From an optimization exercise on the open Yosys and OpenROAD flow, aimed at small area, a short achievable clock period and few clock cycles per item; shortcuts taken in it are not production practice.
At most, simulation tests tie the RTL to the original design; equivalence was not proved.
No activity file was given, so power comes from the tool's default toggle rates.

// divide
module divide(clk, rst, new_inp, dvdend, len_a, dvsor, len_b, quotient, remainder, count_add, count_sub, done);
clock: 6.0 ns
lec_check: 0
abc_area: 1
cap_margin: 20
core_margin: 2
core_utilization: 40
setup_slack_margin: 3.0
slew_margin: 20
dont_use_cells: sky130_fd_sc_hd__fa_1 sky130_fd_sc_hd__fa_2 sky130_fd_sc_hd__fa_4 sky130_fd_sc_hd__ha_1 sky130_fd_sc_hd__ha_2 sky130_fd_sc_hd__ha_4
buffer_ports_args: -buffer_cell sky130_fd_sc_hd__buf_1
standard.sh (not shown) runs the stock make flow with config.mk's settings and CLKGATE_MAP_FILE= SYNTH_SCRIPT=/design/flow/synth_recipe.tcl, a recipe that flattens the netlist after the stock synthesis.
==> flow/flow/run.sh <==
#!/bin/bash
# The standard layout (standard.sh: ORFS synthesis and every layout step
# unchanged) with two library choices added to config.mk:
#  - full and half adder cells are not used, so Yosys leaves adders to abc
#    as plain gates (faster than the fa/ha cells);
#  - buffer_ports inserts plain buf_1 port buffers (sized up later by the
#    repair steps where needed) instead of the delay cells it picks by default.
# Make's full output, with every tool's, goes to flow.log; ORFS also keeps
# each step's log under orfs/logs.
set -euo pipefail
cat >> config.mk <<'EOC'
export DONT_USE_CELLS = sky130_fd_sc_hd__fa_1 sky130_fd_sc_hd__fa_2 sky130_fd_sc_hd__fa_4 sky130_fd_sc_hd__ha_1 sky130_fd_sc_hd__ha_2 sky130_fd_sc_hd__ha_4
export BUFFER_PORTS_ARGS = -buffer_cell sky130_fd_sc_hd__buf_1
EOC
bash standard.sh finish > flow.log 2>&1
Testbench counts at the start, summed over its fixed seeds: cycles 21,027, items 4,000.
Rerun with:
--- a/flow/config.mk
+++ b/flow/config.mk
@@ -12 +12 @@
-export SETUP_SLACK_MARGIN = 3.0
+export SETUP_SLACK_MARGIN = 1.8
After rerunning:
- final area fell by roughly a tenth
- worst setup slack got worse by 0.88 ns
- clock power is about the same
- clock skew fell by 0.0034 ns
- die area does not change
- utilization went down by 5.6 points
Rerun with:
--- a/flow/config.mk
+++ b/flow/config.mk
@@ -12 +12 @@
-export SETUP_SLACK_MARGIN = 1.8
+export SETUP_SLACK_MARGIN = 3.2
Effect:
- The new run finished with timing, DRC and antenna clean
- global-route usage came out higher by 1.7 points
- critical path depth is unchanged
- die area is unchanged
- total power climbs by 26%
- worst setup slack improved by 0.94 ns
- area after synthesis is unchanged

---

run A:
Another version of the RTL of divide (not shown whole).
Size: about 1,700 cells after synthesis, about 110 flip-flops, ~10,000 sq um of cells after synthesis.
// divide
module divide(clk, rst, new_inp, dvdend, len_a, dvsor, len_b, quotient, remainder, count_add, count_sub, done);
Settings: LEC_CHECK=0, ABC_AREA=1, CAP_MARGIN=20, CORE_MARGIN=2, CORE_UTILIZATION=30, SETUP_SLACK_MARGIN=2.8, SLEW_MARGIN=20, DONT_USE_CELLS=sky130_fd_sc_hd__fa_1 sky130_fd_sc_hd__fa_2 sky130_fd_sc_hd__fa_4 sky130_fd_sc_hd__ha_1 sky130_fd_sc_hd__ha_2 sky130_fd_sc_hd__ha_4, BUFFER_PORTS_ARGS=-buffer_cell sky130_fd_sc_hd__buf_1; clock period 6.0 ns.
Scripts as last shown in full above: flow/flow/run.sh
Run A was carried through to the last stage, and its layout satisfied the timing, DRC and antenna checks.
Testbench counts of run A, summed over its fixed seeds: cycles 21,027, items 4,000.
What run B does differently from run A at the input level:
Settings: setting GPL_ROUTABILITY_DRIVEN to 0 for the first time; changing CORE_UTILIZATION from 30 to 40.
Notes after the runs:
Taking run A as the reference, in run B power dissipated by switching net loads dropped 0.82%; wire length down about 4%.
Against run A, final critical-path required period in run B came out better.
diff inputs: run B => run C
Settings: clearing GPL_ROUTABILITY_DRIVEN, which used to be 0; putting PLACE_DENSITY at 0.8 where nothing was set.
==> comparison <==
Between run B and run C, the difference in final area is negligible. Delta (run C minus run B): shortest clock period the worst path allows after layout went up 0.10 ns, worst setup slack lost 0.10 ns. Diff run B..run C | core utilization of the finished layout | negligible.
Here is what was changed in the inputs of run D compared with run C.
Settings: swapping 20 for 0 in CAP_MARGIN; clearing PLACE_DENSITY, which used to be 0.8; swapping 20 for 0 in SLEW_MARGIN.
Findings:
- The signed area change from the synthesized netlist to the final layout on run D is in line with that on run C.
- The non-clock buffer count in run D sits about 3.7% below the value recorded for run C.
- ~same register share of total power in run C and run D
- Higher smallest setup slack after layout among run C and run D: run D
- Run D vs run C, footprint of the multi-input gates went up by about 0.43%.
- Summary — via count of the first global-routing pass, run D relative to run C: lower, by 213.
- Looking at run C and run D, the share of cells above drive strength 1 is a wash.
- Run D ended up with a lower sum of buffers and inverters on the critical path than run C did.
- Total power draw in run D is about 0.9% higher than in run C

---

Setup of trial 86:
divide, a different RTL version from the one above (not shown whole).
For scale: roughly 1100 cells after synthesis, ~7300 um2 of cells after synthesis.
export LEC_CHECK = 0
export ABC_AREA = 1
export CAP_MARGIN = 20
export CORE_MARGIN = 2
export CORE_UTILIZATION = 40
export SETUP_SLACK_MARGIN = 3.45
export SLEW_MARGIN = 20
export DONT_USE_CELLS = sky130_fd_sc_hd__fa_1 sky130_fd_sc_hd__fa_2 sky130_fd_sc_hd__fa_4 sky130_fd_sc_hd__ha_1 sky130_fd_sc_hd__ha_2 sky130_fd_sc_hd__ha_4
export BUFFER_PORTS_ARGS = -buffer_cell sky130_fd_sc_hd__buf_1
create_clock -name core_clock -period 6.0 [get_ports {clk}]
Scripts as last shown in full above: flow/flow/run.sh
The flow did not stop early for trial 86: all stages ran, and the layout cleared the timing, DRC and antenna checks.
Inputs modified between trial 86 and build 27:
-- flow/config.mk --
<<< trial 86, line 11
export CORE_UTILIZATION = 40
export SETUP_SLACK_MARGIN = 3.45
export SLEW_MARGIN = 20
>>> build 27, line 11
export CORE_UTILIZATION = 40
export SETUP_SLACK_MARGIN = 3.35
export SLEW_MARGIN = 20
Results
Re post-synthesis instance area: no difference whatsoever between trial 86 and build 27.
Build 27 vs trial 86 — average via count per standard cell climbed slightly
Cell with the largest stage delay on the worst path: sky130_fd_sc_hd__or2_1 -> trial 86, sky130_fd_sc_hd__nor2_4 -> build 27
The cell area reported after detailed placement of trial 86 and that of build 27 are within noise of each other.
No run of this note included a check of the RTL's function; only the layout flow was run.

---

sierra:
RTL: one of the versions met above, not the one the previous note started from.
For scale: ~1800 cells after synthesis, roughly 110 flip-flops, ~150 I/O pins.
==> flow/config.mk <==
export PLATFORM = sky130hd
export DESIGN_NAME = divide
export DESIGN_NICKNAME = divide
export VERILOG_FILES = /design/flow/design.v
export SDC_FILE = /design/flow/constraint.sdc
export NUM_CORES = 4
export LEC_CHECK = 0
export ABC_AREA = 1
export CAP_MARGIN = 20
export CORE_MARGIN = 2
export CORE_UTILIZATION = 40
export SETUP_SLACK_MARGIN = 2.3
export SLEW_MARGIN = 20
export DONT_USE_CELLS = sky130_fd_sc_hd__fa_1 sky130_fd_sc_hd__fa_2 sky130_fd_sc_hd__fa_4 sky130_fd_sc_hd__ha_1 sky130_fd_sc_hd__ha_2 sky130_fd_sc_hd__ha_4
export BUFFER_PORTS_ARGS = -buffer_cell sky130_fd_sc_hd__buf_1
==> flow/constraint.sdc <==
create_clock -name core_clock -period 6.0 [get_ports {clk}]
set_input_delay 1.2000 -clock core_clock [delete_from_list [all_inputs] [get_ports {clk}]]
set_output_delay 1.2000 -clock core_clock [all_outputs]
set_load 0.01 [all_outputs]
Scripts as last shown in full above: flow/flow/run.sh
sierra finished all stages; the layout is clean.
Testbench counts of sierra, summed over its fixed seeds: cycles 21,027, items 4,000.
## Diff of input files: harbor against sierra
-- flow/config.mk --
<<< sierra, line 10
export CORE_MARGIN = 2
export CORE_UTILIZATION = 40
export SETUP_SLACK_MARGIN = 2.3
export SLEW_MARGIN = 20
export DONT_USE_CELLS = sky130_fd_sc_hd__fa_1 sky130_fd_sc_hd__fa_2 sky130_fd_sc_hd__fa_4 sky130_fd_sc_hd__ha_1 sky130_fd_sc_hd__ha_2 sky130_fd_sc_hd__ha_4
>>> harbor, line 10
export CORE_MARGIN = 2
export CORE_UTILIZATION = 40
export SETUP_SLACK_MARGIN = 3.4
export SLEW_MARGIN = 20
export DONT_USE_CELLS = sky130_fd_sc_hd__fa_1 sky130_fd_sc_hd__fa_2 sky130_fd_sc_hd__fa_4 sky130_fd_sc_hd__ha_1 sky130_fd_sc_hd__ha_2 sky130_fd_sc_hd__ha_4
### Flow results
- Utilization sierra -> harbor: up
- Power: harbor draws more than sierra
- Compared to sierra, harbor has number of nets in the layout 10% higher.
- Between sierra and harbor, non-clock buffer count increased.
- In harbor the sequential share of power turned out 5.7 points lower than in sierra.
- [compare] base=sierra new=harbor: largest fanout of any net on the critical path down 36; clock network fraction of design power lost 2.5 points; via count higher; period utilization went down 8.9 points; number of distinct standard cells referenced by the synthesized netlist held steady.
- harbor: routed wire length about 30% above sierra
--- input diff harbor..raven ---
-- flow/config.mk --
<<< harbor, line 10
export CORE_MARGIN = 2
export CORE_UTILIZATION = 40
export SETUP_SLACK_MARGIN = 3.4
export SLEW_MARGIN = 20
export DONT_USE_CELLS = sky130_fd_sc_hd__fa_1 sky130_fd_sc_hd__fa_2 sky130_fd_sc_hd__fa_4 sky130_fd_sc_hd__ha_1 sky130_fd_sc_hd__ha_2 sky130_fd_sc_hd__ha_4
>>> raven, line 10
export CORE_MARGIN = 2
export CORE_UTILIZATION = 40
export SETUP_SLACK_MARGIN = 2.7
export SLEW_MARGIN = 20
export DONT_USE_CELLS = sky130_fd_sc_hd__fa_1 sky130_fd_sc_hd__fa_2 sky130_fd_sc_hd__fa_4 sky130_fd_sc_hd__ha_1 sky130_fd_sc_hd__ha_2 sky130_fd_sc_hd__ha_4
[summary]
Against harbor, raven reports a register cell area after layout that is lower. Cell count (harbor / raven): 1.09. Relative to harbor, the final cell area reported for raven is lower. Taking harbor as the reference, in raven global-route wire length before repair has decreased, post-layout total power shrank by 28%. Diff raven and harbor: signal arrival time at the worst endpoint higher in raven. Delta (raven minus harbor): pre-CTS setup slack down 0.18 ns; number of fillers in the final layout up about 18%. The run with more setup slack is harbor; raven has less.

-- re-timing with driven ports --
Ports are ideal in the flow. The routed layouts listed here were re-timed in OpenROAD. Step 1 sets driving cells, clkbuf_16 on the clock port and buf_2 on the other inputs (assumed; they add their load-dependent delay and slew). Step 2 times the ports against the registers' clock, not the clock port: input delays grow and output delays shrink by t, the midpoint of the rising clock arrivals with the driver on. a / b / c = ideal ports / drivers / drivers and shift; a / b = the first two.
| run | t, ns | setup WS [ns] | clock arrival spread, ns | pins driven straight from the clock port |
|---|---|---|---|---|
| the first run of note 1 | 0.422 | 3.074 / 3.102 / 2.680 | 0.021 / 0.022 | 1 |
| the second run of note 1 | 0.417 | 2.198 / 2.225 / 1.807 | 0.022 / 0.021 | 1 |
| the third run of note 1 | 0.410 | 3.141 / 3.151 / 2.741 | 0.029 / 0.030 | 1 |
| run A | 0.416 | 2.916 / 2.942 / 2.526 | 0.015 / 0.014 | 1 |
| run B | 0.416 | 2.961 / 2.988 / 2.572 | 0.020 / 0.020 | 1 |
| run C | 0.412 | 2.859 / 2.883 / 2.471 | 0.017 / 0.017 | 1 |
| run D | 0.416 | 2.961 / 2.988 / 2.572 | 0.020 / 0.020 | 1 |
| trial 86 | 0.405 | 3.278 / 3.272 / 2.867 | 0.012 / 0.012 | 1 |
| build 27 | 0.397 | 3.323 / 3.341 / 2.944 | 0.011 / 0.011 | 1 |
| sierra | 0.418 | 2.558 / 2.585 / 2.166 | 0.021 / 0.021 | 1 |
| harbor | 0.423 | 3.090 / 3.108 / 2.684 | 0.026 / 0.027 | 1 |
| raven | 0.418 | 2.855 / 2.882 / 2.464 | 0.024 / 0.024 | 1 |
After both steps every run listed still meets setup and hold. For trial 86, which loses most, drivers alone change the setup slack by -0.006 ns; drivers and shift together by -0.411 ns.
